Background: an optimization exercise with open tools, aiming at small area and a short achievable clock period. Do not read the settings as production practice. Function was checked by simulation only, so behaviour that the tests miss may differ from the original. Power is estimated from default activity; no workload was simulated.

==> inputs of wip/fjord <==
Design residual_block, start of the top module:
module residual_block (
    input clk,
    input rst,
    input start,
    output reg done,
    input  signed [127:0] input_tensor,
    input  [7:0]  conv1_weights_flat,
    input  [7:0]  conv1_bias_flat,
    input  [31:0] conv2_weights_flat,
    input  [7:0]  conv2_bias_flat,
    input  [7:0]  conv3_weights_flat,
    input  [7:0]  conv3_bias_flat,
    input  [7:0]  conv_shortcut_weights_flat,
    input  [7:0]  conv_shortcut_bias_flat,
    output reg signed [71:0] output_tensor
);
    reg [3:0] cnt;
    always @(posedge clk or posedge rst) begin
        if (rst) begin
            cnt  <= 4'd0;
            done <= 1'b0;
        end else if (!start) begin
            cnt  <= 4'd0;
            done <= 1'b0;
        end else begin
            if (cnt != 4'd11) cnt <= cnt + 4'd1;
            if (cnt == 4'd11) done <= 1'b1;
        end
    end
    wire [3:0] cnt_inc = (cnt != 4'd11) ? cnt + 4'd1 : cnt;
    reg [1:0] ohn, own;
    always @(*) begin
        case (cnt_inc)
            4'd0: begin ohn = 2'd0; own = 2'd0; end
            4'd1: begin ohn = 2'd0; own = 2'd1; end
            4'd2: begin ohn = 2'd0; own = 2'd2; end
            4'd3: begin ohn = 2'd1; own = 2'd0; end
            4'd4: begin ohn = 2'd1; own = 2'd1; end
            4'd5: begin ohn = 2'd1; own = 2'd2; end
            4'd6: begin ohn = 2'd2; own = 2'd0; end
            4'd7: begin ohn = 2'd2; own = 2'd1; end
  ...
clock: 10.0 ns
lec_check: 0
cap_margin: 20
core_margin: 2
core_utilization: 65
cts_cluster_diameter: 150
cts_cluster_size: 24
slew_margin: 20
synth_hierarchical: 1
standard.sh (not shown) runs the stock make flow with config.mk's settings and CLKGATE_MAP_FILE= SYNTH_SCRIPT=/design/flow/synth_recipe.tcl, a recipe that flattens the netlist after the stock synthesis.
==> flow/flow/run.sh <==
#!/bin/bash
set -euo pipefail
export BUFFER_PORTS_ARGS="-buffer_cell sky130_fd_sc_hd__buf_1"
export SETUP_SLACK_MARGIN=6.7
export TNS_END_PERCENT=0
bash standard.sh > standard_flow.log 2>&1
==> wip/nickel: changes against wip/fjord <==
Settings changed: CORE_UTILIZATION 65 to 40.
==> wip/zinc: changes against wip/fjord <==
--- a/flow/flow/run.sh
+++ b/flow/flow/run.sh
@@ -4,3 +4,2 @@
 export SETUP_SLACK_MARGIN=6.7
-export TNS_END_PERCENT=0
 bash standard.sh > standard_flow.log 2>&1
Settings changed: CORE_UTILIZATION 65 to 40, CTS_CLUSTER_DIAMETER 150 to not set, CTS_CLUSTER_SIZE 24 to not set.
==> results.yml <==
outcome:
  status: "complete, no violations"
route:
  firstDrtPassIters: 5
  drt-initial-drc-count: 774
final_layout:
  final_cell_mix: "nand2_1 (326), buf_1 (291), dfxtp_1 (193), fa_1 (192), xor2_1 (133)"
  multi_input_area_share_pct: 55.0
pwr:
  p_per_area_nw_per_um2: 405
  p_leak_uw: 0.00763
The numbers above come from wip/nickel.

==> results.yml <==
cts:
  ctsHoldBuffers: 0
final_layout:
  final_cell_mix: "nand2_1 (326), buf_1 (291), fa_1 (191), dfxtp_1 (168), xor2_1 (132)"
  multi_input_area_share_pct: 53.4
route:
  drt-initial-drc-count: 679
pwr:
  p_per_area_nw_per_um2: 438
outcome:
  status: "complete, no violations"
The numbers above come from wip/zinc.

==> results.yml <==
final_layout:
  multi_input_area_share_pct: 55.7
  final_cell_mix: "nand2_1 (325), buf_1 (291), dfxtp_1 (194), fa_1 (192), xor2_1 (133)"
route:
  drt-initial-drc-count: 848
  firstDrtPassIters: 5
outcome:
  status: "complete, no violations"
pwr:
  p_leak_uw: 0.00764
  p_per_area_nw_per_um2: 419
The numbers above come from wip/fjord.


* * *

==> build 15: inputs <==
residual_block again, from the RTL that the note above started with.
==> flow/design.v (excerpt) <==
module residual_block (
    input clk,
    input rst,
    input start,
    output reg done,
    input  signed [127:0] input_tensor,
    input  [7:0]  conv1_weights_flat,
    input  [7:0]  conv1_bias_flat,
    input  [31:0] conv2_weights_flat,
    input  [7:0]  conv2_bias_flat,
    input  [7:0]  conv3_weights_flat,
    input  [7:0]  conv3_bias_flat,
    input  [7:0]  conv_shortcut_weights_flat,
    input  [7:0]  conv_shortcut_bias_flat,
    output reg signed [71:0] output_tensor
);
==> flow/config.mk <==
export PLATFORM = sky130hd
export DESIGN_NAME = residual_block
export DESIGN_NICKNAME = residual_block
export VERILOG_FILES = /design/flow/design.v
export SDC_FILE = /design/flow/constraint.sdc
export NUM_CORES = 4
export LEC_CHECK = 0
export CAP_MARGIN = 20
export CORE_MARGIN = 2
export CORE_UTILIZATION = 65
export CTS_CLUSTER_DIAMETER = 150
export CTS_CLUSTER_SIZE = 24
export SLEW_MARGIN = 20
export SYNTH_HIERARCHICAL = 1
==> flow/constraint.sdc <==
create_clock -name core_clock -period 10.0 [get_ports {clk}]
set_input_delay 2.0000 -clock core_clock [delete_from_list [all_inputs] [get_ports {clk}]]
set_output_delay 2.0000 -clock core_clock [all_outputs]
set_load 0.01 [all_outputs]
==> flow/flow/run.sh <==
#!/bin/bash
set -euo pipefail
export BUFFER_PORTS_ARGS="-buffer_cell sky130_fd_sc_hd__buf_1"
export SETUP_SLACK_MARGIN=6.7
export TNS_END_PERCENT=0
bash standard.sh > standard_flow.log 2>&1
==> build 9 (differences from build 15) <==
==> flow/flow/run.sh (replaced) <==
#!/bin/bash
set -euo pipefail
export BUFFER_PORTS_ARGS="-buffer_cell sky130_fd_sc_hd__buf_1"
export SETUP_SLACK_MARGIN=6.85
export TNS_END_PERCENT=0
bash standard.sh > standard_flow.log 2>&1
==> qor summary <==
| quantity | build 9 | build 15 |
|---|---|---|
| Number of cells upsized or downsized after cts | 0 | 9 |
| Setup slack of the critical path after layout | 6.545 ns | 6.613 ns |
| GR Util met3 | 0.04997 | 0.03678 |
| Placement Cell Area | 19550 um^2 | 19540 um^2 |
| First-pass GRT wire length | 66.83 mm | 67.53 mm |
| Critical path destination | output_tensor[71]$_DFF_P_ | T3[11]$_DFF_P_ |
| Run status | timing/DRC/antenna clean | timing/DRC/antenna clean |
| Switching power share of the total | 0.4467 | 0.4435 |
| Combinational power | 5.72 mW | 5.89 mW |
| Total routing usage reported by global routing | 0.3047 | 0.3051 |
| Proportion of final cell area spent on non-clock buffers | 0.05660 | 0.05681 |
| Drt total wl | 43.95 mm | 43.67 mm |
| Area added between synthesis and finish | 10.18% | 10.50% |
| Critical Path Start | Cp[3]$_DFFE_PN_ | S2[11]$_DFF_P_ |
| Stages on worst setup path | 12 | 14 |
| VDD IR max | 362.2 uV | 425.5 uV |
| Delay of the slowest critical-path stage | 0.48 ns | 0.49 ns |
| Path depth of the worst reg2reg path | 12 | 14 |
| Antenna violations before repair | 2 | 0 |
| Routed length on met1 | 17.07 mm | 16.73 mm |
| Number of inserted filler cells in the final layout | 2037 | 2054 |
| Fraction of area in multi-input gates | 0.5566 | 0.5575 |
| Post-DR vias/cell | 5.676 | 5.708 |
| Max Fanout on Critical Path | 4 | 3 |
| Post-route fraction of the period consumed by the critical path | 0.3455 | 0.3387 |

[static timing again, ports no longer ideal]
No port has a modelled driver above. Below, the same layouts with a new extraction and two added sets of constraints.
Step 1 assumes that a clkbuf_16 drives the clock port and a buf_2 every other input.
Step 2 adds t to the input delays and takes it off the output delays; t is the mean of the earliest and latest rising clock arrival at the registers after step 1. Input paths then give back, and output paths get back, about the clock's delay inside the block.
Slacks: ideal ports / drivers / drivers and shift; pairs: ideal ports / drivers.
| run | shift t [ns] | setup WS [ns] | hold slack, ns | pins driven straight from the clock port |
|---|---|---|---|---|
| wip/fjord | 0.540 | 6.613 / 6.613 / 6.321 | 0.364 / 0.364 / 0.364 | 1 |
| wip/nickel | 0.553 | 6.581 / 6.581 / 6.333 | 0.400 / 0.400 / 0.400 | 1 |
| wip/zinc | 0.611 | 6.635 / 6.635 / 6.321 | 0.363 / 0.363 / 0.363 | 1 |
| build 15 | 0.540 | 6.613 / 6.613 / 6.321 | 0.364 / 0.364 / 0.364 | 1 |
| build 9 | 0.541 | 6.545 / 6.545 / 6.324 | 0.374 / 0.374 / 0.374 | 1 |
After both steps every run listed still meets setup and hold. For wip/zinc, which loses most, drivers alone change the setup slack by 0.000 ns; drivers and shift together by -0.314 ns.
